Source: an optimization exercise on an open RTL-to-GDS flow (aim: small area, a short achievable clock period and few clock cycles per item). Production flows keep margins and buffers that such runs may drop. Function was not checked in any run shown here: the RTL went through the layout flow alone.

`flow/run.sh`:
```
#!/bin/bash
# Standard ORFS layout (the standard.sh, standard synthesis), with the
# port buffers made of sky130_fd_sc_hd__buf_1 instead of the resizer's default pick.
set -uo pipefail
export BUFFER_PORTS_ARGS="-buffer_cell sky130_fd_sc_hd__buf_1"
bash standard.sh > standard_flow.log 2>&1
```
`standard.sh`:
```
#!/bin/bash
# synth_recipe.tcl (not shown) runs the flow's synth.tcl, then flattens the netlist and writes it again
# the make line also repeats each setting of config.mk as NAME=value (left out here)
make -C /OpenROAD-flow-scripts/flow DESIGN_CONFIG=/design/flow/config.mk WORK_HOME=/design/flow/orfs CLKGATE_MAP_FILE= SYNTH_SCRIPT=/design/flow/synth_recipe.tcl "${@:-finish}"
```
`config.mk`:
```
export PLATFORM = sky130hd
export DESIGN_NAME = IOTDF
export DESIGN_NICKNAME = IOTDF
export VERILOG_FILES = /design/flow/design.v
export SDC_FILE = /design/flow/constraint.sdc
export NUM_CORES = 4
export LEC_CHECK = 0
export ABC_AREA = 1
export ABC_CLOCK_PERIOD_IN_PS = 2300
export CAP_MARGIN = 20
export CORE_MARGIN = 2
export CORE_UTILIZATION = 40
export CTS_BUF_LIST = sky130_fd_sc_hd__clkbuf_8
export CTS_CLUSTER_DIAMETER = 60
export CTS_CLUSTER_SIZE = 14
export SETUP_SLACK_MARGIN = 2.2
export SLEW_MARGIN = 20
```
`constraint.sdc`:
```
create_clock -name core_clock -period 4.5 [get_ports {clk}]
set_input_delay 0.9000 -clock core_clock [delete_from_list [all_inputs] [get_ports {clk}]]
set_output_delay 0.9000 -clock core_clock [all_outputs]
set_load 0.01 [all_outputs]
```
`design.v`:
```
module IOTDF (input clk, input rst, input in_en, input [7:0] iot_in, input [2:0] fn_sel,
              output busy, output valid, output [127:0] iot_out);
    function [3:0] s1;
        input [5:0] x;
        case (x)
            6'd0: s1 = 4'd14;
            6'd1: s1 = 4'd0;
            6'd2: s1 = 4'd4;
            6'd3: s1 = 4'd15;
            6'd4: s1 = 4'd13;
            6'd5: s1 = 4'd7;
            6'd6: s1 = 4'd1;
            6'd7: s1 = 4'd4;
            6'd8: s1 = 4'd2;
            6'd9: s1 = 4'd14;
            6'd10: s1 = 4'd15;
            6'd11: s1 = 4'd2;
            6'd12: s1 = 4'd11;
            6'd13: s1 = 4'd13;
            6'd14: s1 = 4'd8;
            6'd15: s1 = 4'd1;
            6'd16: s1 = 4'd3;
            6'd17: s1 = 4'd10;
            6'd18: s1 = 4'd10;
            6'd19: s1 = 4'd6;
            6'd20: s1 = 4'd6;
            6'd21: s1 = 4'd12;
            6'd22: s1 = 4'd12;
            6'd23: s1 = 4'd11;
            6'd24: s1 = 4'd5;
            6'd25: s1 = 4'd9;
            6'd26: s1 = 4'd9;
            6'd27: s1 = 4'd5;
            6'd28: s1 = 4'd0;
            6'd29: s1 = 4'd3;
            6'd30: s1 = 4'd7;
            6'd31: s1 = 4'd8;
            6'd32: s1 = 4'd4;
            6'd33: s1 = 4'd15;
            6'd34: s1 = 4'd1;
            6'd35: s1 = 4'd12;
            6'd36: s1 = 4'd14;
            6'd37: s1 = 4'd8;
            6'd38: s1 = 4'd8;
            6'd39: s1 = 4'd2;
            6'd40: s1 = 4'd13;
            6'd41: s1 = 4'd4;
            6'd42: s1 = 4'd6;
            6'd43: s1 = 4'd9;
            6'd44: s1 = 4'd2;
            6'd45: s1 = 4'd1;
            6'd46: s1 = 4'd11;
            6'd47: s1 = 4'd7;
            6'd48: s1 = 4'd15;
            6'd49: s1 = 4'd5;
            6'd50: s1 = 4'd12;
            6'd51: s1 = 4'd11;
            6'd52: s1 = 4'd9;
            6'd53: s1 = 4'd3;
            6'd54: s1 = 4'd7;
            6'd55: s1 = 4'd14;
            6'd56: s1 = 4'd3;
            6'd57: s1 = 4'd10;
            6'd58: s1 = 4'd10;
            6'd59: s1 = 4'd0;
            6'd60: s1 = 4'd5;
            6'd61: s1 = 4'd6;
            6'd62: s1 = 4'd0;
            6'd63: s1 = 4'd13;
        endcase
    endfunction
    function [3:0] s2;
        input [5:0] x;
        case (x)
            6'd0: s2 = 4'd15;
            6'd1: s2 = 4'd3;
            6'd2: s2 = 4'd1;
            6'd3: s2 = 4'd13;
            6'd4: s2 = 4'd8;
            6'd5: s2 = 4'd4;
            6'd6: s2 = 4'd14;
            6'd7: s2 = 4'd7;
            6'd8: s2 = 4'd6;
            6'd9: s2 = 4'd15;
            6'd10: s2 = 4'd11;
            6'd11: s2 = 4'd2;
            6'd12: s2 = 4'd3;
            6'd13: s2 = 4'd8;
            6'd14: s2 = 4'd4;
            6'd15: s2 = 4'd14;
            6'd16: s2 = 4'd9;
            6'd17: s2 = 4'd12;
            6'd18: s2 = 4'd7;
            6'd19: s2 = 4'd0;
            6'd20: s2 = 4'd2;
            6'd21: s2 = 4'd1;
            6'd22: s2 = 4'd13;
            6'd23: s2 = 4'd10;
            6'd24: s2 = 4'd12;
            6'd25: s2 = 4'd6;
            6'd26: s2 = 4'd0;
            6'd27: s2 = 4'd9;
            6'd28: s2 = 4'd5;
            6'd29: s2 = 4'd11;
            6'd30: s2 = 4'd10;
            6'd31: s2 = 4'd5;
            6'd32: s2 = 4'd0;
            6'd33: s2 = 4'd13;
            6'd34: s2 = 4'd14;
            6'd35: s2 = 4'd8;
            6'd36: s2 = 4'd7;
            6'd37: s2 = 4'd10;
            6'd38: s2 = 4'd11;
            6'd39: s2 = 4'd1;
            6'd40: s2 = 4'd10;
            6'd41: s2 = 4'd3;
            6'd42: s2 = 4'd4;
            6'd43: s2 = 4'd15;
            6'd44: s2 = 4'd13;
            6'd45: s2 = 4'd4;
            6'd46: s2 = 4'd1;
            6'd47: s2 = 4'd2;
            6'd48: s2 = 4'd5;
            6'd49: s2 = 4'd11;
            6'd50: s2 = 4'd8;
            6'd51: s2 = 4'd6;
            6'd52: s2 = 4'd12;
            6'd53: s2 = 4'd7;
            6'd54: s2 = 4'd6;
            6'd55: s2 = 4'd12;
            6'd56: s2 = 4'd9;
            6'd57: s2 = 4'd0;
            6'd58: s2 = 4'd3;
            6'd59: s2 = 4'd5;
            6'd60: s2 = 4'd2;
            6'd61: s2 = 4'd14;
            6'd62: s2 = 4'd15;
            6'd63: s2 = 4'd9;
        endcase
    endfunction
    function [3:0] s3;
        input [5:0] x;
        case (x)
            6'd0: s3 = 4'd10;
            6'd1: s3 = 4'd13;
            6'd2: s3 = 4'd0;
            6'd3: s3 = 4'd7;
            6'd4: s3 = 4'd9;
            6'd5: s3 = 4'd0;
            6'd6: s3 = 4'd14;
            6'd7: s3 = 4'd9;
            6'd8: s3 = 4'd6;
            6'd9: s3 = 4'd3;
            6'd10: s3 = 4'd3;
            6'd11: s3 = 4'd4;
            6'd12: s3 = 4'd15;
            6'd13: s3 = 4'd6;
            6'd14: s3 = 4'd5;
            6'd15: s3 = 4'd10;
            6'd16: s3 = 4'd1;
            6'd17: s3 = 4'd2;
            6'd18: s3 = 4'd13;
            6'd19: s3 = 4'd8;
            6'd20: s3 = 4'd12;
            6'd21: s3 = 4'd5;
            6'd22: s3 = 4'd7;
            6'd23: s3 = 4'd14;
            6'd24: s3 = 4'd11;
            6'd25: s3 = 4'd12;
            6'd26: s3 = 4'd4;
            6'd27: s3 = 4'd11;
            6'd28: s3 = 4'd2;
            6'd29: s3 = 4'd15;
            6'd30: s3 = 4'd8;
            6'd31: s3 = 4'd1;
            6'd32: s3 = 4'd13;
            6'd33: s3 = 4'd1;
            6'd34: s3 = 4'd6;
            6'd35: s3 = 4'd10;
            6'd36: s3 = 4'd4;
            6'd37: s3 = 4'd13;
            6'd38: s3 = 4'd9;
            6'd39: s3 = 4'd0;
            6'd40: s3 = 4'd8;
            6'd41: s3 = 4'd6;
            6'd42: s3 = 4'd15;
            6'd43: s3 = 4'd9;
            6'd44: s3 = 4'd3;
            6'd45: s3 = 4'd8;
            6'd46: s3 = 4'd0;
            6'd47: s3 = 4'd7;
            6'd48: s3 = 4'd11;
            6'd49: s3 = 4'd4;
            6'd50: s3 = 4'd1;
            6'd51: s3 = 4'd15;
            6'd52: s3 = 4'd2;
            6'd53: s3 = 4'd14;
            6'd54: s3 = 4'd12;
            6'd55: s3 = 4'd3;
            6'd56: s3 = 4'd5;
            6'd57: s3 = 4'd11;
            6'd58: s3 = 4'd10;
            6'd59: s3 = 4'd5;
            6'd60: s3 = 4'd14;
            6'd61: s3 = 4'd2;
            6'd62: s3 = 4'd7;
            6'd63: s3 = 4'd12;
        endcase
    endfunction
    function [3:0] s4;
        input [5:0] x;
        case (x)
            6'd0: s4 = 4'd7;
            6'd1: s4 = 4'd13;
            6'd2: s4 = 4'd13;
            6'd3: s4 = 4'd8;
            6'd4: s4 = 4'd14;
            6'd5: s4 = 4'd11;
            6'd6: s4 = 4'd3;
            6'd7: s4 = 4'd5;
            6'd8: s4 = 4'd0;
            6'd9: s4 = 4'd6;
            6'd10: s4 = 4'd6;
            6'd11: s4 = 4'd15;
            6'd12: s4 = 4'd9;
            6'd13: s4 = 4'd0;
            6'd14: s4 = 4'd10;
            6'd15: s4 = 4'd3;
            6'd16: s4 = 4'd1;
            6'd17: s4 = 4'd4;
            6'd18: s4 = 4'd2;
            6'd19: s4 = 4'd7;
            6'd20: s4 = 4'd8;
            6'd21: s4 = 4'd2;
            6'd22: s4 = 4'd5;
            6'd23: s4 = 4'd12;
            6'd24: s4 = 4'd11;
            6'd25: s4 = 4'd1;
            6'd26: s4 = 4'd12;
            6'd27: s4 = 4'd10;
            6'd28: s4 = 4'd4;
            6'd29: s4 = 4'd14;
            6'd30: s4 = 4'd15;
            6'd31: s4 = 4'd9;
            6'd32: s4 = 4'd10;
            6'd33: s4 = 4'd3;
            6'd34: s4 = 4'd6;
            6'd35: s4 = 4'd15;
            6'd36: s4 = 4'd9;
            6'd37: s4 = 4'd0;
            6'd38: s4 = 4'd0;
            6'd39: s4 = 4'd6;
            6'd40: s4 = 4'd12;
            6'd41: s4 = 4'd10;
            6'd42: s4 = 4'd11;
            6'd43: s4 = 4'd1;
            6'd44: s4 = 4'd7;
            6'd45: s4 = 4'd13;
            6'd46: s4 = 4'd13;
            6'd47: s4 = 4'd8;
            6'd48: s4 = 4'd15;
            6'd49: s4 = 4'd9;
            6'd50: s4 = 4'd1;
            6'd51: s4 = 4'd4;
            6'd52: s4 = 4'd3;
            6'd53: s4 = 4'd5;
            6'd54: s4 = 4'd14;
            6'd55: s4 = 4'd11;
            6'd56: s4 = 4'd5;
            6'd57: s4 = 4'd12;
            6'd58: s4 = 4'd2;
            6'd59: s4 = 4'd7;
            6'd60: s4 = 4'd8;
            6'd61: s4 = 4'd2;
            6'd62: s4 = 4'd4;
            6'd63: s4 = 4'd14;
        endcase
    endfunction
    function [3:0] s5;
        input [5:0] x;
        case (x)
            6'd0: s5 = 4'd2;
            6'd1: s5 = 4'd14;
            6'd2: s5 = 4'd12;
            6'd3: s5 = 4'd11;
            6'd4: s5 = 4'd4;
            6'd5: s5 = 4'd2;
            6'd6: s5 = 4'd1;
            6'd7: s5 = 4'd12;
            6'd8: s5 = 4'd7;
            6'd9: s5 = 4'd4;
            6'd10: s5 = 4'd10;
            6'd11: s5 = 4'd7;
            6'd12: s5 = 4'd11;
            6'd13: s5 = 4'd13;
            6'd14: s5 = 4'd6;
            6'd15: s5 = 4'd1;
            6'd16: s5 = 4'd8;
            6'd17: s5 = 4'd5;
            6'd18: s5 = 4'd5;
            6'd19: s5 = 4'd0;
            6'd20: s5 = 4'd3;
            6'd21: s5 = 4'd15;
            6'd22: s5 = 4'd15;
            6'd23: s5 = 4'd10;
            6'd24: s5 = 4'd13;
            6'd25: s5 = 4'd3;
            6'd26: s5 = 4'd0;
            6'd27: s5 = 4'd9;
            6'd28: s5 = 4'd14;
            6'd29: s5 = 4'd8;
            6'd30: s5 = 4'd9;
            6'd31: s5 = 4'd6;
            6'd32: s5 = 4'd4;
            6'd33: s5 = 4'd11;
            6'd34: s5 = 4'd2;
            6'd35: s5 = 4'd8;
            6'd36: s5 = 4'd1;
            6'd37: s5 = 4'd12;
            6'd38: s5 = 4'd11;
            6'd39: s5 = 4'd7;
            6'd40: s5 = 4'd10;
            6'd41: s5 = 4'd1;
            6'd42: s5 = 4'd13;
            6'd43: s5 = 4'd14;
            6'd44: s5 = 4'd7;
            6'd45: s5 = 4'd2;
            6'd46: s5 = 4'd8;
            6'd47: s5 = 4'd13;
            6'd48: s5 = 4'd15;
            6'd49: s5 = 4'd6;
            6'd50: s5 = 4'd9;
            6'd51: s5 = 4'd15;
            6'd52: s5 = 4'd12;
            6'd53: s5 = 4'd0;
            6'd54: s5 = 4'd5;
            6'd55: s5 = 4'd9;
            6'd56: s5 = 4'd6;
            6'd57: s5 = 4'd10;
            6'd58: s5 = 4'd3;
            6'd59: s5 = 4'd4;
            6'd60: s5 = 4'd0;
            6'd61: s5 = 4'd5;
            6'd62: s5 = 4'd14;
            6'd63: s5 = 4'd3;
        endcase
    endfunction
    function [3:0] s6;
        input [5:0] x;
        case (x)
            6'd0: s6 = 4'd12;
            6'd1: s6 = 4'd10;
            6'd2: s6 = 4'd1;
            6'd3: s6 = 4'd15;
            6'd4: s6 = 4'd10;
            6'd5: s6 = 4'd4;
            6'd6: s6 = 4'd15;
            6'd7: s6 = 4'd2;
            6'd8: s6 = 4'd9;
            6'd9: s6 = 4'd7;
            6'd10: s6 = 4'd2;
            6'd11: s6 = 4'd12;
            6'd12: s6 = 4'd6;
            6'd13: s6 = 4'd9;
            6'd14: s6 = 4'd8;
            6'd15: s6 = 4'd5;
            6'd16: s6 = 4'd0;
            6'd17: s6 = 4'd6;
            6'd18: s6 = 4'd13;
            6'd19: s6 = 4'd1;
            6'd20: s6 = 4'd3;
            6'd21: s6 = 4'd13;
            6'd22: s6 = 4'd4;
            6'd23: s6 = 4'd14;
            6'd24: s6 = 4'd14;
            6'd25: s6 = 4'd0;
            6'd26: s6 = 4'd7;
            6'd27: s6 = 4'd11;
            6'd28: s6 = 4'd5;
            6'd29: s6 = 4'd3;
            6'd30: s6 = 4'd11;
            6'd31: s6 = 4'd8;
            6'd32: s6 = 4'd9;
            6'd33: s6 = 4'd4;
            6'd34: s6 = 4'd14;
            6'd35: s6 = 4'd3;
            6'd36: s6 = 4'd15;
            6'd37: s6 = 4'd2;
            6'd38: s6 = 4'd5;
            6'd39: s6 = 4'd12;
            6'd40: s6 = 4'd2;
            6'd41: s6 = 4'd9;
            6'd42: s6 = 4'd8;
            6'd43: s6 = 4'd5;
            6'd44: s6 = 4'd12;
            6'd45: s6 = 4'd15;
            6'd46: s6 = 4'd3;
            6'd47: s6 = 4'd10;
            6'd48: s6 = 4'd7;
            6'd49: s6 = 4'd11;
            6'd50: s6 = 4'd0;
            6'd51: s6 = 4'd14;
            6'd52: s6 = 4'd4;
            6'd53: s6 = 4'd1;
            6'd54: s6 = 4'd10;
            6'd55: s6 = 4'd7;
            6'd56: s6 = 4'd1;
            6'd57: s6 = 4'd6;
            6'd58: s6 = 4'd13;
            6'd59: s6 = 4'd0;
            6'd60: s6 = 4'd11;
            6'd61: s6 = 4'd8;
            6'd62: s6 = 4'd6;
            6'd63: s6 = 4'd13;
        endcase
    endfunction
    function [3:0] s7;
        input [5:0] x;
        case (x)
            6'd0: s7 = 4'd4;
            6'd1: s7 = 4'd13;
            6'd2: s7 = 4'd11;
            6'd3: s7 = 4'd0;
            6'd4: s7 = 4'd2;
            6'd5: s7 = 4'd11;
            6'd6: s7 = 4'd14;
            6'd7: s7 = 4'd7;
            6'd8: s7 = 4'd15;
            6'd9: s7 = 4'd4;
            6'd10: s7 = 4'd0;
            6'd11: s7 = 4'd9;
            6'd12: s7 = 4'd8;
            6'd13: s7 = 4'd1;
            6'd14: s7 = 4'd13;
            6'd15: s7 = 4'd10;
            6'd16: s7 = 4'd3;
            6'd17: s7 = 4'd14;
            6'd18: s7 = 4'd12;
            6'd19: s7 = 4'd3;
            6'd20: s7 = 4'd9;
            6'd21: s7 = 4'd5;
            6'd22: s7 = 4'd7;
            6'd23: s7 = 4'd12;
            6'd24: s7 = 4'd5;
            6'd25: s7 = 4'd2;
            6'd26: s7 = 4'd10;
            6'd27: s7 = 4'd15;
            6'd28: s7 = 4'd6;
            6'd29: s7 = 4'd8;
            6'd30: s7 = 4'd1;
            6'd31: s7 = 4'd6;
            6'd32: s7 = 4'd1;
            6'd33: s7 = 4'd6;
            6'd34: s7 = 4'd4;
            6'd35: s7 = 4'd11;
            6'd36: s7 = 4'd11;
            6'd37: s7 = 4'd13;
            6'd38: s7 = 4'd13;
            6'd39: s7 = 4'd8;
            6'd40: s7 = 4'd12;
            6'd41: s7 = 4'd1;
            6'd42: s7 = 4'd3;
            6'd43: s7 = 4'd4;
            6'd44: s7 = 4'd7;
            6'd45: s7 = 4'd10;
            6'd46: s7 = 4'd14;
            6'd47: s7 = 4'd7;
            6'd48: s7 = 4'd10;
            6'd49: s7 = 4'd9;
            6'd50: s7 = 4'd15;
            6'd51: s7 = 4'd5;
            6'd52: s7 = 4'd6;
            6'd53: s7 = 4'd0;
            6'd54: s7 = 4'd8;
            6'd55: s7 = 4'd15;
            6'd56: s7 = 4'd0;
            6'd57: s7 = 4'd14;
            6'd58: s7 = 4'd5;
            6'd59: s7 = 4'd2;
            6'd60: s7 = 4'd9;
            6'd61: s7 = 4'd3;
            6'd62: s7 = 4'd2;
            6'd63: s7 = 4'd12;
        endcase
    endfunction
    function [3:0] s8;
        input [5:0] x;
        case (x)
            6'd0: s8 = 4'd13;
            6'd1: s8 = 4'd1;
            6'd2: s8 = 4'd2;
            6'd3: s8 = 4'd15;
            6'd4: s8 = 4'd8;
            6'd5: s8 = 4'd13;
            6'd6: s8 = 4'd4;
            6'd7: s8 = 4'd8;
            6'd8: s8 = 4'd6;
            6'd9: s8 = 4'd10;
            6'd10: s8 = 4'd15;
            6'd11: s8 = 4'd3;
            6'd12: s8 = 4'd11;
            6'd13: s8 = 4'd7;
            6'd14: s8 = 4'd1;
            6'd15: s8 = 4'd4;
            6'd16: s8 = 4'd10;
            6'd17: s8 = 4'd12;
            6'd18: s8 = 4'd9;
            6'd19: s8 = 4'd5;
            6'd20: s8 = 4'd3;
            6'd21: s8 = 4'd6;
            6'd22: s8 = 4'd14;
            6'd23: s8 = 4'd11;
            6'd24: s8 = 4'd5;
            6'd25: s8 = 4'd0;
            6'd26: s8 = 4'd0;
            6'd27: s8 = 4'd14;
            6'd28: s8 = 4'd12;
            6'd29: s8 = 4'd9;
            6'd30: s8 = 4'd7;
            6'd31: s8 = 4'd2;
            6'd32: s8 = 4'd7;
            6'd33: s8 = 4'd2;
            6'd34: s8 = 4'd11;
            6'd35: s8 = 4'd1;
            6'd36: s8 = 4'd4;
            6'd37: s8 = 4'd14;
            6'd38: s8 = 4'd1;
            6'd39: s8 = 4'd7;
            6'd40: s8 = 4'd9;
            6'd41: s8 = 4'd4;
            6'd42: s8 = 4'd12;
            6'd43: s8 = 4'd10;
            6'd44: s8 = 4'd14;
            6'd45: s8 = 4'd8;
            6'd46: s8 = 4'd2;
            6'd47: s8 = 4'd13;
            6'd48: s8 = 4'd0;
            6'd49: s8 = 4'd15;
            6'd50: s8 = 4'd6;
            6'd51: s8 = 4'd12;
            6'd52: s8 = 4'd10;
            6'd53: s8 = 4'd9;
            6'd54: s8 = 4'd13;
            6'd55: s8 = 4'd0;
            6'd56: s8 = 4'd15;
            6'd57: s8 = 4'd3;
            6'd58: s8 = 4'd3;
            6'd59: s8 = 4'd5;
            6'd60: s8 = 4'd5;
            6'd61: s8 = 4'd6;
            6'd62: s8 = 4'd8;
            6'd63: s8 = 4'd11;
        endcase
    endfunction
    function [55:0] pc1;
        input [63:0] k;
        pc1 = {k[7], k[15], k[23], k[31], k[39], k[47], k[55], k[63], k[6], k[14], k[22], k[30], k[38], k[46], k[54], k[62], k[5], k[13], k[21], k[29], k[37], k[45], k[53], k[61], k[4], k[12], k[20], k[28], k[1], k[9], k[17], k[25], k[33], k[41], k[49], k[57], k[2], k[10], k[18], k[26], k[34], k[42], k[50], k[58], k[3], k[11], k[19], k[27], k[35], k[43], k[51], k[59], k[36], k[44], k[52], k[60]};
    endfunction
    function [63:0] ipc1;
        input [55:0] cd;
        input [7:0] p;
        ipc1 = {cd[48], cd[40], cd[32], cd[0], cd[4], cd[12], cd[20], p[7], cd[49], cd[41], cd[33], cd[1], cd[5], cd[13], cd[21], p[6], cd[50], cd[42], cd[34], cd[2], cd[6], cd[14], cd[22], p[5], cd[51], cd[43], cd[35], cd[3], cd[7], cd[15], cd[23], p[4], cd[52], cd[44], cd[36], cd[28], cd[8], cd[16], cd[24], p[3], cd[53], cd[45], cd[37], cd[29], cd[9], cd[17], cd[25], p[2], cd[54], cd[46], cd[38], cd[30], cd[10], cd[18], cd[26], p[1], cd[55], cd[47], cd[39], cd[31], cd[11], cd[19], cd[27], p[0]};
    endfunction
    function [47:0] pc2;
        input [55:0] x;
        pc2 = {x[42], x[39], x[45], x[32], x[55], x[51], x[53], x[28], x[41], x[50], x[35], x[46], x[33], x[37], x[44], x[52], x[30], x[48], x[40], x[49], x[29], x[36], x[43], x[54], x[15], x[4], x[25], x[19], x[9], x[1], x[26], x[16], x[5], x[11], x[23], x[8], x[12], x[7], x[17], x[0], x[22], x[3], x[10], x[14], x[6], x[20], x[27], x[24]};
    endfunction
    function [63:0] ip;
        input [63:0] p;
        ip = {p[6], p[14], p[22], p[30], p[38], p[46], p[54], p[62], p[4], p[12], p[20], p[28], p[36], p[44], p[52], p[60], p[2], p[10], p[18], p[26], p[34], p[42], p[50], p[58], p[0], p[8], p[16], p[24], p[32], p[40], p[48], p[56], p[7], p[15], p[23], p[31], p[39], p[47], p[55], p[63], p[5], p[13], p[21], p[29], p[37], p[45], p[53], p[61], p[3], p[11], p[19], p[27], p[35], p[43], p[51], p[59], p[1], p[9], p[17], p[25], p[33], p[41], p[49], p[57]};
    endfunction
    function [63:0] fp;
        input [63:0] x;
        fp = {x[24], x[56], x[16], x[48], x[8], x[40], x[0], x[32], x[25], x[57], x[17], x[49], x[9], x[41], x[1], x[33], x[26], x[58], x[18], x[50], x[10], x[42], x[2], x[34], x[27], x[59], x[19], x[51], x[11], x[43], x[3], x[35], x[28], x[60], x[20], x[52], x[12], x[44], x[4], x[36], x[29], x[61], x[21], x[53], x[13], x[45], x[5], x[37], x[30], x[62], x[22], x[54], x[14], x[46], x[6], x[38], x[31], x[63], x[23], x[55], x[15], x[47], x[7], x[39]};
    endfunction
    function [47:0] e;
        input [31:0] x;
        e = {x[0], x[31], x[30], x[29], x[28], x[27], x[28], x[27], x[26], x[25], x[24], x[23], x[24], x[23], x[22], x[21], x[20], x[19], x[20], x[19], x[18], x[17], x[16], x[15], x[16], x[15], x[14], x[13], x[12], x[11], x[12], x[11], x[10], x[9], x[8], x[7], x[8], x[7], x[6], x[5], x[4], x[3], x[4], x[3], x[2], x[1], x[0], x[31]};
    endfunction
    function [31:0] pp;
        input [31:0] x;
        pp = {x[16], x[25], x[12], x[11], x[3], x[20], x[4], x[15], x[31], x[17], x[9], x[6], x[27], x[14], x[1], x[22], x[30], x[24], x[8], x[18], x[0], x[5], x[29], x[23], x[13], x[19], x[2], x[26], x[10], x[21], x[28], x[7]};
    endfunction
    function [2:0] crc8;
        input [2:0] r;
        input [7:0] d;
        integer i;
        reg [2:0] c;
        reg fb;
        begin
            c = r;
            for (i = 7; i >= 0; i = i - 1) begin
                fb = c[2] ^ d[i];
                c = {c[1], c[0] ^ fb, fb};
            end
            crc8 = c;
        end
    endfunction
    function [7:0] g2b;
        input c;
        input [7:0] g;
        integer i;
        reg b;
        begin
            b = c;
            for (i = 7; i >= 0; i = i - 1) begin
                b = b ^ g[i];
                g2b[i] = b;
            end
        end
    endfunction
    reg         busy_r, valid_r;
    reg [3:0]   cnt;         
    reg         m_des, m_enc;    
    reg         m_e0, m_d1;      
    reg         ldA, ldB, ldC;   
    reg         amt1;            
    reg         plsb;        
    reg [127:0] O;           
    reg         act;         
    reg [3:0]   rc;          
    reg [31:0]  Lr, Rr;
    reg [27:0]  Cr, Dr;
    reg [7:0]   P;           
    assign busy = busy_r;
    assign valid = valid_r;
    assign iot_out = O;
    wire [127:0] blk   = {O[119:0], iot_in};       
    wire         first = (cnt == 4'd0);
    wire         last  = in_en & (cnt == 4'd15);
    wire         load  = ldC;    
    wire         copy  = act & (rc == 4'd0);
    wire [55:0]  cd0 = pc1(blk[127:64]);
    wire [47:0]  K   = pc2({Cr, Dr});
    wire [47:0]  sx  = e(Rr) ^ K;
    wire [31:0]  so  = {s1(sx[47:42]), s2(sx[41:36]), s3(sx[35:30]), s4(sx[29:24]),
                        s5(sx[23:18]), s6(sx[17:12]), s7(sx[11:6]), s8(sx[5:0])};
    wire [31:0]  Rn  = Lr ^ pp(so);
    wire [63:0]  des_out = fp({Rn, Rr});
    wire [55:0]  cd_key  = m_enc ? {Cr, Dr} : {Cr[0], Cr[27:1], Dr[0], Dr[27:1]};
    wire [63:0]  key_out = ipc1(cd_key, P);
    wire         f_crc = (fn_sel == 3'd3);
    wire         f_b2g = (fn_sel == 3'd4);
    wire         f_g2b = (fn_sel == 3'd5);
    wire         c_in = ~first & (f_g2b ? O[0] : plsb);
    wire [2:0]   crc_in = first ? 3'd0 : O[2:0];
    reg  [7:0]   byte_in;
    always @(*) begin
        if (f_crc)      byte_in = {5'd0, crc8(crc_in, iot_in)};
        else if (f_b2g) byte_in = iot_in ^ {c_in, iot_in[7:1]};
        else if (f_g2b) byte_in = g2b(c_in, iot_in);
        else            byte_in = iot_in;
    end
    wire busy_n = ~(in_en & (cnt == 4'd14)) &
                  (load | (act & ~((rc == 4'd0) | (rc == 4'd15))));
    wire valid_n = (last & ~m_des) | copy;
    always @(posedge clk or posedge rst) begin
        if (rst) begin
            busy_r <= 1'b0; valid_r <= 1'b0; ldC <= 1'b0;
            cnt <= 4'd0;
            act <= 1'b0;
        end else begin
            busy_r <= busy_n; valid_r <= valid_n;
            ldC <= in_en & (cnt == 4'd14) & ((fn_sel == 3'd1) | (fn_sel == 3'd2));
            if (in_en) cnt <= cnt + 4'd1;
            if (load) act <= 1'b1;
            else if (copy) act <= 1'b0;
        end
    end
    always @(posedge clk) begin
        plsb <= iot_in[0];
        m_des <= (fn_sel == 3'd1) | (fn_sel == 3'd2);
        m_enc <= (fn_sel == 3'd1);
        m_e0 <= fn_sel[0];
        m_d1 <= fn_sel[1];
        ldA <= in_en & (cnt == 4'd14) & ~fn_sel[2];
        ldB <= in_en & (cnt == 4'd14);
        amt1 <= load | (rc == 4'd7) | (rc == 4'd14);
        rc <= load ? 4'd1 : rc + 4'd1;
        if (copy) O <= {key_out, des_out};
        else O <= {O[119:8], O[7:3], O[2:0] & {3{~f_crc}}, byte_in};
        if (ldB) {Lr, Rr} <= ip(blk[63:0]);
        else begin
            Lr <= Rr;
            Rr <= Rn;
        end
        if (ldA) begin
            {Cr, Dr} <= m_d1 ? cd0 : {cd0[54:28], cd0[55], cd0[26:0], cd0[27]};
            P <= {blk[120], blk[112], blk[104], blk[96], blk[88], blk[80], blk[72], blk[64]};
        end else if (m_e0) begin
            if (amt1) {Cr, Dr} <= {Cr[26:0], Cr[27], Dr[26:0], Dr[27]};
            else      {Cr, Dr} <= {Cr[25:0], Cr[27:26], Dr[25:0], Dr[27:26]};
        end else begin
            if (amt1) {Cr, Dr} <= {Cr[0], Cr[27:1], Dr[0], Dr[27:1]};
            else      {Cr, Dr} <= {Cr[1:0], Cr[27:2], Dr[1:0], Dr[27:2]};
        end
    end
endmodule
```
==> summary.md, run 1 <==
| Metric | Value |
|---|---|
| Worst path arrival time | `1370 ps` |
| CP max stage cell | `dfxtp_1` |
| Crit. Startpoint | `O[43]` |
| Setup TNS | `0 ps` |
| Final Hold Fails | `0` |
| Die Height | `209 um` |
| Critical-path maximum fanout | `3` |
| CTS tree | `built` |
| Reg2reg end | `Rr[30]` |
| Vias | `17600` |
| Fmax | `0.440 GHz` |
| Final worst-path cycle share | `50.6%` |
| RePlAce Congestion | `0.971` |
| Rel. slew slack | `29.9%` |
| Syn Std Cell Area | `16800 um2` |
| Hold_ws | `183 ps` |
| Initial antenna violation count | `0` |
| Synth Register Bits | `276` |
| Setup CP Type | `flip-flop to primary output` |
| WL per Instance | `18.4 um` |
| Worst flop-to-flop path startpoint | `Cr[7]` |
| Ant. Diodes | `0` |
| Commonest register cell after synthesis | `dfxtp_1` |
| Most frequent cells in the layout | `646 x nand2_1, 292 x o21ai_0, 247 x nand3_1` |
| Core area | `41800 um2` |
| Share of post-route cells with drive strength above 1 | `14.6%` |
| Overflow after GRT | `0` |
| Iter 0 DRT Violations | `1693` |
| Pre-Repair DR Iteration Count | `8` |
| Post-DP HPWL | `42400 um` |
| Tmin final | `2270 ps` |
| Number of placement rows | `75` |
| Required time worst endpoint | `3600 ps` |
| Max Slew Vio Count | `0` |
| Sum of buffers and inverters on the critical path | `1` |
| Total wire length | `59000 um` |
| Number of CTS-inserted buffers | `26` |
| Total GRT Usage | `25.9%` |
| R2R setup slack | `2240 ps` |
| Clock transition at path regs | `100 ps` |
| Final net count | `2734` |
| Met2 Usage GRT | `42.3%` |
| Commonest non-fill, non-tap cell in the layout | `nand2_1` |
| Max-cap violations | `0` |
| Clock sinks | `276` |
| Reg2reg path depth | `12` |
| Status | `complete, no violations` |
| Maximum root-to-sink buffer count | `3` |
| Avg Cell Area, Syn | `6.65 um2` |
| Clk latency of the worst-skew pair | `620 ps` |
| Port Buffers | `143` |
| Asr flop ratio synth | `2.90%` |
| Maximum number of pins on one net before global-route repair | `106` |
| Family with the most delay on the worst path | `flip-flops` |
| DIE AREA | `43700 um2` |
| Initial Util | `40.3%` |
| Global-route wire length before repair | `90400 um` |
| Number of synthesized flops with an enable pin | `8` |
| Num ports | `144` |
| Startpoint Class | `flip-flop` |
| CP cell instances | `buf_1` |
| Met3 Track Usage GR | `2.61%` |
| Drc violations | `0` |
| Syn_nets | `2604` |
| End of the critical path | `iot_out[43]` |
| Worst slew pin tran | `1050 ps` |
| Routed Antenna Nets | `0` |
| Ys Warns | `1` |
| CTS H-Tree Depth | `1` |
| Clock Skew | `29.5 ps` |
| Min-Delay Path Class | `input pin to async pin` |
| Worst stage delay on the critical path | `550 ps` |
| CP Depth | `1` |
| CP endpoint kind | `primary output` |
| GRT busiest layer | `met2` |
| Met1 Use GR | `35.7%` |
| Die width | `209 um` |
| Root Buffer | `clkbuf_8` |
| Hold_buf cts | `0` |
| RSZ-0062 raised after global routing | `true` |
| Area Growth Syn to Fin | `17.4%` |
| Number of vias per cell | `5.47` |
| Unique masters post-synth | `49` |
| Post-synthesis sequential area ratio | `33.6%` |
| Syn Inst Count | `2528` |
| Vias in the first global route | `16000` |
| Final setup violation count | `0` |
area by class of cell:
class / instances / area, um2
Inverter: 256 / 982
Sequential cell: 276 / 5780
Clock inverter: 13 / 126
Timing Repair Buffer: 228 / 1240
Timing Repair inverter: 1 / 5.00
Tap cell: 539 / 674
Clock buffer: 29 / 399
Multi-Input combinational cell: 1869 / 10500
Fill cell: 4238 / 22000
cell usage after synthesis, types with 3 or more instances:
master	count	area, um2
inv_2	16	60.1
buf_4	7	52.6
nor2_1	119	447
nand3_1	251	1260
nand4_1	5	31.3
a31oi_1	3	18.8
o221ai_1	12	105
ha_1	62	776
o21ai_0	302	1510
nand2_1	681	2560
xor2_1	20	175
dfrtp_1	8	200
a21oi_1	157	786
o211ai_1	86	646
buf_6	3	33.8
clkbuf_1	83	312
nand2_2	26	163
buf_1	17	63.8
a21o_1	3	22.5
o22ai_1	10	62.6
o311ai_0	3	26.3
or2_2	7	43.8
nor3_1	5	25.0
nand2_4	4	45.0
o21ai_1	29	145
dfxtp_1	260	5200
buf_2	19	95.1
xnor2_1	43	377
xnor2_2	10	163
nand3_2	9	90.1
inv_1	237	890
edfxtp_1	8	240
sequential cells by signal, summed over array words and instances (netlist names), 4 cells and up:
signal,cells
Lr,32
Rr,32
rc,4
P,8
O,128
Cr,28
Dr,28
cnt,4
cells by family (layout without fill, tap and decap cells):
family                   Yosys count  count (layout)  share of synthesized area (%)
AO/OA/AOI/OAI                    619             619                           20.5
XOR/XNOR                          75              75                           4.44
adder cells (fa/ha/maj)           62              62                           4.61
buffers and inverters            385             527                           9.04
flip-flops                       276             276                           33.6
AND/OR/NAND/NOR                 1111            1113                           27.9
routing by layer:
metal	part of all wire [%]	routed length (um)	vias to the layer above
li1	-	-	8622
met1	45	26400	8185
met2	45	26800	660
met3	6.1	3620	90
met4	3.7	2200	0
met5	0	0	-
worst min path at each step:
stage / start / end / cells past startpoint
finish: rst / ldC / 2
global route: rst / ldC / 2
CTS: rst / ldC / 2
detailed placement: rc[0] / rc[0] / 1
global placement: rc[0] / rc[0] / 1
floorplan: m_des / valid_r / 1
per-stage QoR:
step	setup WS (ps)	std cells	utilization (%)	instance area, um2
detailed placement	1540	3098	42.2	17600
finish	2230	3211	47.3	19700
global route	2130	3211	47.3	19700
global placement	1560	3098	42.2	17600
CTS	2150	3158	45.0	18800
floorplan	2270	2528	-	16800
repair_timing:
item                       in CTS  in global routing
setup buffers                  16                 51
setup endpoints to repair     115                 84
pin swaps                      21                 47
cloned                          2                  2
resized for setup             107                158
==> run 2, diff against run 1 <==
--- a/config.mk
+++ b/config.mk
@@ -11,3 +11,3 @@
 export CORE_MARGIN = 2
-export CORE_UTILIZATION = 40
+export CORE_UTILIZATION = 30
 export CTS_BUF_LIST = sky130_fd_sc_hd__clkbuf_8
@@ -15,2 +15,3 @@
 export CTS_CLUSTER_SIZE = 14
+export PLACE_DENSITY = 0.75
 export SETUP_SLACK_MARGIN = 2.2
==> run 2 against run 1 <==
Sequential share of layout area about the same; global-route usage fell by 7.4 points; core utilization decreased by 12 points; first-iteration DRC count decreased by 8.4%; critical path type unchanged.
==> summary.md, run 2 <==
| Metric | Value |
|---|---|
| Most frequent cells in the layout | `659 x nand2_1, 287 x o21ai_0, 250 x nand3_1 (was 646 x nand2_1, 292 x o21ai_0, 247 x nand3_1)` |
| Iter 0 DRT Violations | `1550 (was 1693)` |
| Routed Antenna Nets | `0 (unchanged)` |
| Family with the most delay on the worst path | `flip-flops (unchanged)` |
| Post-synthesis sequential area ratio | `33.6% (unchanged)` |
| Avg Cell Area, Syn | `6.65 um2 (unchanged)` |
| Unique masters post-synth | `49 (unchanged)` |
| Worst stage delay on the critical path | `530 ps (was 550 ps)` |
| Die width | `241 um (was 209 um)` |
| Initial Util | `30.4% (was 40.3%)` |
| Core area | `55300 um2 (was 41800 um2)` |
| Area Growth Syn to Fin | `17.5% (was 17.4%)` |
| Clk latency of the worst-skew pair | `650 ps (was 620 ps)` |
| Largest register FFs | `128 (unchanged)` |
| Overflow after GRT | `0 (unchanged)` |
| Worst slew pin tran | `1030 ps (was 1050 ps)` |
| Required time worst endpoint | `3600 ps (about the same)` |
| Max-cap violations | `0 (unchanged)` |
| CP cell instances | `buf_1 (unchanged)` |
| RePlAce Congestion | `0.961 (was 0.971)` |
| Status | `complete, no violations (unchanged)` |
| Final net count | `2722 (was 2734)` |
| CP endpoint kind | `primary output (unchanged)` |
| Vias in the first global route | `15300 (was 16000)` |
| Ranking of synthesized cells by area | `dfxtp_1 31%, nand2_1 15%, o21ai_0 9.0%, nand3_1 7.5%, inv_1 5.3% (unchanged)` |
| Largest Register | `O (unchanged)` |
| Hold_buf cts | `0 (unchanged)` |
| Critical-path maximum fanout | `6 (was 3)` |
| CTS tree | `built (unchanged)` |
| Min-Delay Path Class | `input pin to async pin (unchanged)` |
| Setup TNS | `0 ps (unchanged)` |
| Fmax | `0.441 GHz (was 0.440 GHz)` |
| Commonest non-fill, non-tap cell in the layout | `nand2_1 (unchanged)` |
| Total wire length | `56100 um (was 59000 um)` |
| Syn Inst Count | `2528 (unchanged)` |
| Post-synthesis compound-gate area fraction | `20.5% (unchanged)` |
| Clock sinks | `276 (unchanged)` |
| CP max stage cell | `dfxtp_1 (unchanged)` |
| Number of CTS-inserted buffers | `31 (was 26)` |
| Global-route wire length before repair | `84800 um (was 90400 um)` |
| Post-DP Area | `17900 um2 (was 17600 um2)` |
| Number of synthesized flops with an enable pin | `8 (unchanged)` |
| DIE AREA | `58000 um2 (was 43700 um2)` |
| Port Buffers | `143 (unchanged)` |
| Final worst-path cycle share | `50.4% (was 50.6%)` |
| Synth Area in Adders | `4.61% (unchanged)` |
| Synth area leader | `dfxtp_1 (unchanged)` |
| XOR/XNOR Fraction of Synth Area | `4.44% (unchanged)` |
| Num ports | `144 (unchanged)` |
| Ys Warns | `1 (unchanged)` |
| Synth Register Bits | `276 (unchanged)` |
| CTS H-Tree Depth | `1 (unchanged)` |
| Most frequent cell after synthesis | `nand2_1 (unchanged)` |
| Post-synth top cells | `681 x nand2_1, 302 x o21ai_0, 260 x dfxtp_1, 251 x nand3_1, 237 x inv_1 (unchanged)` |
| Tmin final | `2270 ps (about the same)` |
| RSZ-0062 raised after global routing | `true (unchanged)` |
| Post-DP HPWL | `41000 um (was 42400 um)` |
| Largest regs | `O (128), Lr (32), Rr (32) (unchanged)` |
| Number of vias per cell | `5.11 (was 5.47)` |
| Syn Std Cell Area | `16800 um2 (unchanged)` |
| Share of post-route cells with drive strength above 1 | `13.0% (was 14.6%)` |
| Maximum number of pins on one net before global-route repair | `113 (was 106)` |
| Number of placement rows | `86 (was 75)` |
| Commonest register cell after synthesis | `dfxtp_1 (unchanged)` |
| Startpoint Class | `flip-flop (unchanged)` |
| Mux cell area share after synthesis | `0% (unchanged)` |
| Max Slew Vio Count | `0 (unchanged)` |
| Die Height | `241 um (was 209 um)` |
| Simple-gate share of the synthesized area | `27.9% (unchanged)` |
| Sum of buffers and inverters on the critical path | `1 (unchanged)` |
| Clock Skew | `50.9 ps (was 29.5 ps)` |
| WL per Instance | `16.5 um (was 18.4 um)` |
| Syn_nets | `2604 (unchanged)` |
| Total GRT Usage | `18.5% (was 25.9%)` |
| Drc violations | `0 (unchanged)` |
| Setup CP Type | `flip-flop to primary output (unchanged)` |
| Vias | `17400 (was 17600)` |
| Rel. slew slack | `31.1% (was 29.9%)` |
| Yosys top cell area share | `31.0% (unchanged)` |
| Pre-Repair DR Iteration Count | `6 (was 8)` |
| Ant. Diodes | `0 (unchanged)` |
| Root Buffer | `clkbuf_8 (unchanged)` |
| Asr flop ratio synth | `2.90% (unchanged)` |
| Final Hold Fails | `0 (unchanged)` |
| Maximum root-to-sink buffer count | `3 (unchanged)` |
| Clock transition at path regs | `90 ps (was 100 ps)` |
| Initial antenna violation count | `0 (unchanged)` |
| Final non-filler cell area | `19800 um2 (was 19700 um2)` |
| Worst path arrival time | `1370 ps (about the same)` |
| Final setup violation count | `0 (unchanged)` |
| Largest family of logic cells by synthesized area | `simple AND/OR/NAND/NOR gates (unchanged)` |
==> run 2: path summary, 6_finish.rpt <==
check                           startpoint         end  slack [ps]  depth (start not counted)
worst min-delay path                   rst      cnt[1]         150                          2
worst max register to register      Dr[16]      Rr[28]        2280                          7
max in group asynchronous              rst         act        4120                          2
worst min register to register       rc[0]       rc[0]         440                          1
worst max-delay path                  O[0]  iot_out[0]        2230                          1
min in group core_clock          fn_sel[1]        m_d1         420                          1
==> run 2: repair_timing <==
action,CTS,global route
gates resized for setup,83,136
pin swaps,16,37
endpoints found under the setup margin,70,72
buffers inserted,14,42
==> run 2: stage by stage <==
| stage | instances | util [%] | hold WS (ps) | setup WS (ps) |
|---|---|---|---|---|
| 6_report | 3410 | 35.7 | 149 | 2230 |
| 5_1_grt | 3410 | 35.7 | 174 | 2160 |
| 4_1_cts | 3368 | 34.3 | 136 | 2180 |
| 3_5_place_dp | 3305 | 32.3 | 413 | 1650 |
| 3_3_place_gp | 3305 | 32.3 | 414 | 1600 |
| 2_1_floorplan | 2528 | - | 395 | 2270 |
==> run 2: layout make-up <==
cell class                 instances  area, um2
fill                            5902      35600
multi-input combinational       1867      10400
sequential                       276       5770
timing repair buffer             214       1090
inverter                         256        988
tap                              748        936
clock buffer                      31        427
clock inverter                    18        168
==> run 2: logic make-up (layout without fill, tap and decap cells) <==
logic type | Yosys count | after routing
adder cells (fa/ha/maj) | 62 | 62
flip-flops | 276 | 276
buffers and inverters | 385 | 519
XOR/XNOR | 75 | 75
AND/OR/NAND/NOR | 1111 | 1111
AO/OA/AOI/OAI | 619 | 619
==> run 2: per-layer routing <==
metal | track usage [%] | vias to the layer above | part of all wire (%)
li1 | - | 8612 | -
met1 | 23.5 | 7878 | 41
met2 | 30.1 | 800 | 46
met3 | 3.00 | 123 | 7.5
met4 | 9.45 | 0 | 5.2
met5 | 0 | - | 0
==> run 3, diff against run 2 <==
--- a/config.mk
+++ b/config.mk
@@ -16,3 +16,3 @@
 export PLACE_DENSITY = 0.75
-export SETUP_SLACK_MARGIN = 2.2
+export SETUP_SLACK_MARGIN = 2.3
 export SLEW_MARGIN = 20
==> run 3 against run 2 <==
Still clean on timing, DRC and antenna; final cell count rose by 0.15%; wire length is 1.5% higher; core utilization rose by 0.75 points; critical path depth grew 11; fmax increased by 3.5%; worst setup slack gained 77 ps; sequential share of layout area fell by 0.45 points; first-iteration DRC count rose by 7.5%; global-route usage up 0.26 points; via count rose by 1.1%.
==> summary.md, run 3 <==
| Metric | Value |
|---|---|
| XOR/XNOR Fraction of Synth Area | `4.44% (unchanged)` |
| Number of vias per cell | `5.16 (was 5.11)` |
| Worst slew pin tran | `917 ps (was 1030 ps)` |
| R2R setup slack | `2310 ps (was 2280 ps)` |
| Synth Register Bits | `276 (unchanged)` |
| Commonest register cell after synthesis | `dfxtp_1 (unchanged)` |
| Clk latency of the worst-skew pair | `630 ps (was 650 ps)` |
| Asr flop ratio synth | `2.90% (unchanged)` |
| Global-route wire length before repair | `86900 um (was 84800 um)` |
| Synth Area in Adders | `4.61% (unchanged)` |
| Worst path arrival time | `2700 ps (was 1370 ps)` |
| Final non-filler cell area | `20200 um2 (was 19800 um2)` |
| Worst stage delay on the critical path | `400 ps (was 530 ps)` |
| Setup TNS | `0 ps (unchanged)` |
| Most frequent cells in the layout | `643 x nand2_1, 274 x o21ai_0, 250 x nand3_1 (was 659 x nand2_1, 287 x o21ai_0, 250 x nand3_1)` |
| WL per Instance | `16.7 um (was 16.5 um)` |
| Post-synth top cells | `681 x nand2_1, 302 x o21ai_0, 260 x dfxtp_1, 251 x nand3_1, 237 x inv_1 (unchanged)` |
| Largest Register | `O (unchanged)` |
| Sum of buffers and inverters on the critical path | `1 (unchanged)` |
| Dpl ws | `1640 ps (was 1650 ps)` |
| Number of placement rows | `86 (unchanged)` |
| Met1 Use GR | `23.7% (was 23.5%)` |
| GRT busiest layer | `met2 (unchanged)` |
| Pre-Repair DR Iteration Count | `6 (unchanged)` |
| Reg2reg end | `O[60] (was Rr[28])` |
| CTS H-Tree Depth | `1 (unchanged)` |
| Maximum number of pins on one net before global-route repair | `87 (was 113)` |
| Synth area leader | `dfxtp_1 (unchanged)` |
| CTS tree | `built (unchanged)` |
| Number of CTS-inserted buffers | `29 (was 31)` |
| Drc violations | `0 (unchanged)` |
| Largest family of logic cells by synthesized area | `simple AND/OR/NAND/NOR gates (unchanged)` |
| Share of post-route cells with drive strength above 1 | `16.1% (was 13.0%)` |
| Mux cell area share after synthesis | `0% (unchanged)` |
| Setup CP Type | `flip-flop to flip-flop (was flip-flop to primary output)` |
| Reg2reg path depth | `12 (was 7)` |
| Post-DP HPWL | `41100 um (was 41000 um)` |
| Die width | `241 um (unchanged)` |
| Ys Warns | `1 (unchanged)` |
| Min-Delay Path Class | `input pin to async pin (unchanged)` |
| End of the critical path | `O[60] (was iot_out[0])` |
| Simple-gate share of the synthesized area | `27.9% (unchanged)` |
| Total GRT Usage | `18.7% (was 18.5%)` |
| Post-synthesis sequential area ratio | `33.6% (unchanged)` |
| CP endpoint kind | `flip-flop (was primary output)` |
| Final WS setup | `2310 ps (was 2230 ps)` |
| Avg Cell Area, Syn | `6.65 um2 (unchanged)` |
| Clock transition at path regs | `100 ps (was 90 ps)` |
| Initial antenna violation count | `0 (unchanged)` |
| Post-DP Area | `17900 um2 (about the same)` |
| Iter 0 DRT Violations | `1667 (was 1550)` |
| Rel. slew slack | `38.9% (was 31.1%)` |
| Family with the most delay on the worst path | `simple AND/OR/NAND/NOR gates (was flip-flops)` |
| Clock Skew | `30.3 ps (was 50.9 ps)` |
| Required time worst endpoint | `5000 ps (was 3600 ps)` |
| Root Buffer | `clkbuf_8 (unchanged)` |
| Hold_ws | `182 ps (was 149 ps)` |
| Die Height | `241 um (unchanged)` |
| Most frequent cell after synthesis | `nand2_1 (unchanged)` |
| Clock sinks | `276 (unchanged)` |
| DIE AREA | `58000 um2 (unchanged)` |
| Tmin final | `2190 ps (was 2270 ps)` |
| RePlAce Congestion | `0.956 (was 0.961)` |
| Maximum root-to-sink buffer count | `3 (unchanged)` |
| Max Slew Vio Count | `0 (unchanged)` |
| Ant. Diodes | `0 (unchanged)` |
| Yosys top cell area share | `31.0% (unchanged)` |
| Met3 Track Usage GR | `2.65% (was 3.00%)` |
| Fmax | `0.456 GHz (was 0.441 GHz)` |
| Crit. Startpoint | `Rr[19] (was O[0])` |
| Number of synthesized flops with an enable pin | `8 (unchanged)` |
| RSZ-0062 raised after global routing | `true (unchanged)` |
| Post-synthesis compound-gate area fraction | `20.5% (unchanged)` |
| Vias in the first global route | `15900 (was 15300)` |
| Critical-path maximum fanout | `4 (was 6)` |
| CP Depth | `12 (was 1)` |
| Final setup violation count | `0 (unchanged)` |
| Port Buffers | `143 (unchanged)` |
| Routed Antenna Nets | `0 (unchanged)` |
| Worst flop-to-flop path startpoint | `Rr[19] (was Dr[16])` |
| Core area | `55300 um2 (unchanged)` |
| Overflow after GRT | `0 (unchanged)` |
| Total wire length | `56900 um (was 56100 um)` |
| Unique masters post-synth | `49 (unchanged)` |
| Vias | `17600 (was 17400)` |
| Syn Inst Count | `2528 (unchanged)` |
| Startpoint Class | `flip-flop (unchanged)` |
| Max-cap violations | `0 (unchanged)` |
| Largest register FFs | `128 (unchanged)` |
| Area Growth Syn to Fin | `19.9% (was 17.5%)` |
| Num ports | `144 (unchanged)` |
| Largest regs | `O (128), Lr (32), Rr (32) (unchanged)` |
| Most common cell on crit path | `nand2_1` |
| CP max stage cell | `dfxtp_4 (was dfxtp_1)` |
| Status | `complete, no violations (unchanged)` |
| Syn_nets | `2604 (unchanged)` |
| Final worst-path cycle share | `48.7% (was 50.4%)` |
| Commonest non-fill, non-tap cell in the layout | `nand2_1 (unchanged)` |
| Syn Std Cell Area | `16800 um2 (unchanged)` |
| CP cell instances | `xor2_4 -> inv_1 -> ha_2 -> or2_2 -> nand2_1 -> o21ai_0 -> a21oi_1 -> o21ai_1 -> nand2_1 -> nand2_1 -> nand3_1 -> nand2_1 (was buf_1)` |
| Final net count | `2726 (was 2722)` |
| Initial Util | `30.4% (unchanged)` |
| Met2 Usage GRT | `31.2% (was 30.1%)` |
| Ranking of synthesized cells by area | `dfxtp_1 31%, nand2_1 15%, o21ai_0 9.0%, nand3_1 7.5%, inv_1 5.3% (unchanged)` |
| Final Hold Fails | `0 (unchanged)` |
==> run 3: layout make-up <==
| type | instances | area (um2) |
|---|---|---|
| Clock buffer | 30 | 413 |
| Clock inverter | 18 | 220 |
| Fill cell | 5818 | 35100 |
| Inverter | 256 | 1000 |
| Multi-Input combinational cell | 1870 | 10600 |
| Sequential cell | 276 | 5800 |
| Tap cell | 748 | 936 |
| Timing Repair Buffer | 216 | 1180 |
| Timing Repair inverter | 1 | 5.00 |
==> run 3: repair_timing <==
action,in CTS,in global routing
pin swaps,28,56
hold buffers,0,0
resized for setup,145,185
gates cloned,2,3
buffers inserted,23,31
endpoints found under the setup margin,119,152
==> run 3: cells by family after synthesis <==
| logic type | Yosys count |
|---|---|
| and+or+nand+nor | 1111 |
| buffers and inverters | 385 |
| xor gates and xnor gates | 75 |
| DFF | 276 |
| AOI/OAI and AO/OA | 619 |
| adders and majority gates | 62 |
==> run 3: metrics by stage <==
| stage | std cells | util (%) |
|---|---|---|
| after global routing | 3415 | 36.5 |
| after global placement | 3308 | 32.4 |
| after floorplan | 2528 | - |
| after detailed placement | 3308 | 32.4 |
| final | 3415 | 36.5 |
| after CTS | 3381 | 34.9 |
==> run 3: how the worst min path moves through the flow <==
stage	cells after the start	from	end	slack [ps]
after CTS	2	rst	cnt[1]	160
after detailed placement	1	rc[0]	rc[0]	420
after floorplan	1	m_des	valid_r	400
after global placement	2	P[0]	O[64]	410
after global routing	2	rst	cnt[2]	200
final	2	rst	valid_r	180
==> run 3: metal layers <==
layer	routed length (um)	vias up
met3	4170	146
met1	23300	8112
met4	3080	0
met2	26400	732
met5	0	-
li1	-	8623

-- static timing again, ports no longer ideal --
In the flow no input, the clock included, has a driving cell. The finished layouts below were timed again as built, in two steps. Step 1 sets driving cells, clkbuf_16 on the clock port and buf_2 on the other inputs (assumed; they add their load-dependent delay and slew). Step 2 adds t to the input delays and takes it off the output delays; t is the mean of the earliest and latest rising clock arrival at the registers after step 1. Input paths then give back, and output paths get back, about the clock's delay inside the block. a / b / c = ideal ports / drivers / drivers and shift; a / b = the first two.
run | shift t [ns] | slack for setup (ns) | hold slack, ns | worst register clock-pin slew, ns | worst slew at a driven data input, ns
run 1 | 0.655 | 2.225 / 2.176 / 1.769 | 0.183 / 0.155 / 0.437 | 0.10 / 0.10 | 0.04
run 2 | 0.673 | 2.232 / 2.185 / 1.786 | 0.149 / 0.123 / 0.438 | 0.10 / 0.10 | 0.03
run 3 | 0.663 | 2.309 / 2.277 / 1.881 | 0.182 / 0.151 / 0.428 | 0.10 / 0.10 | 0.03
After both steps every run listed still meets setup and hold. For run 1, which loses most, drivers alone change the setup slack by -0.049 ns; drivers and shift together by -0.456 ns.
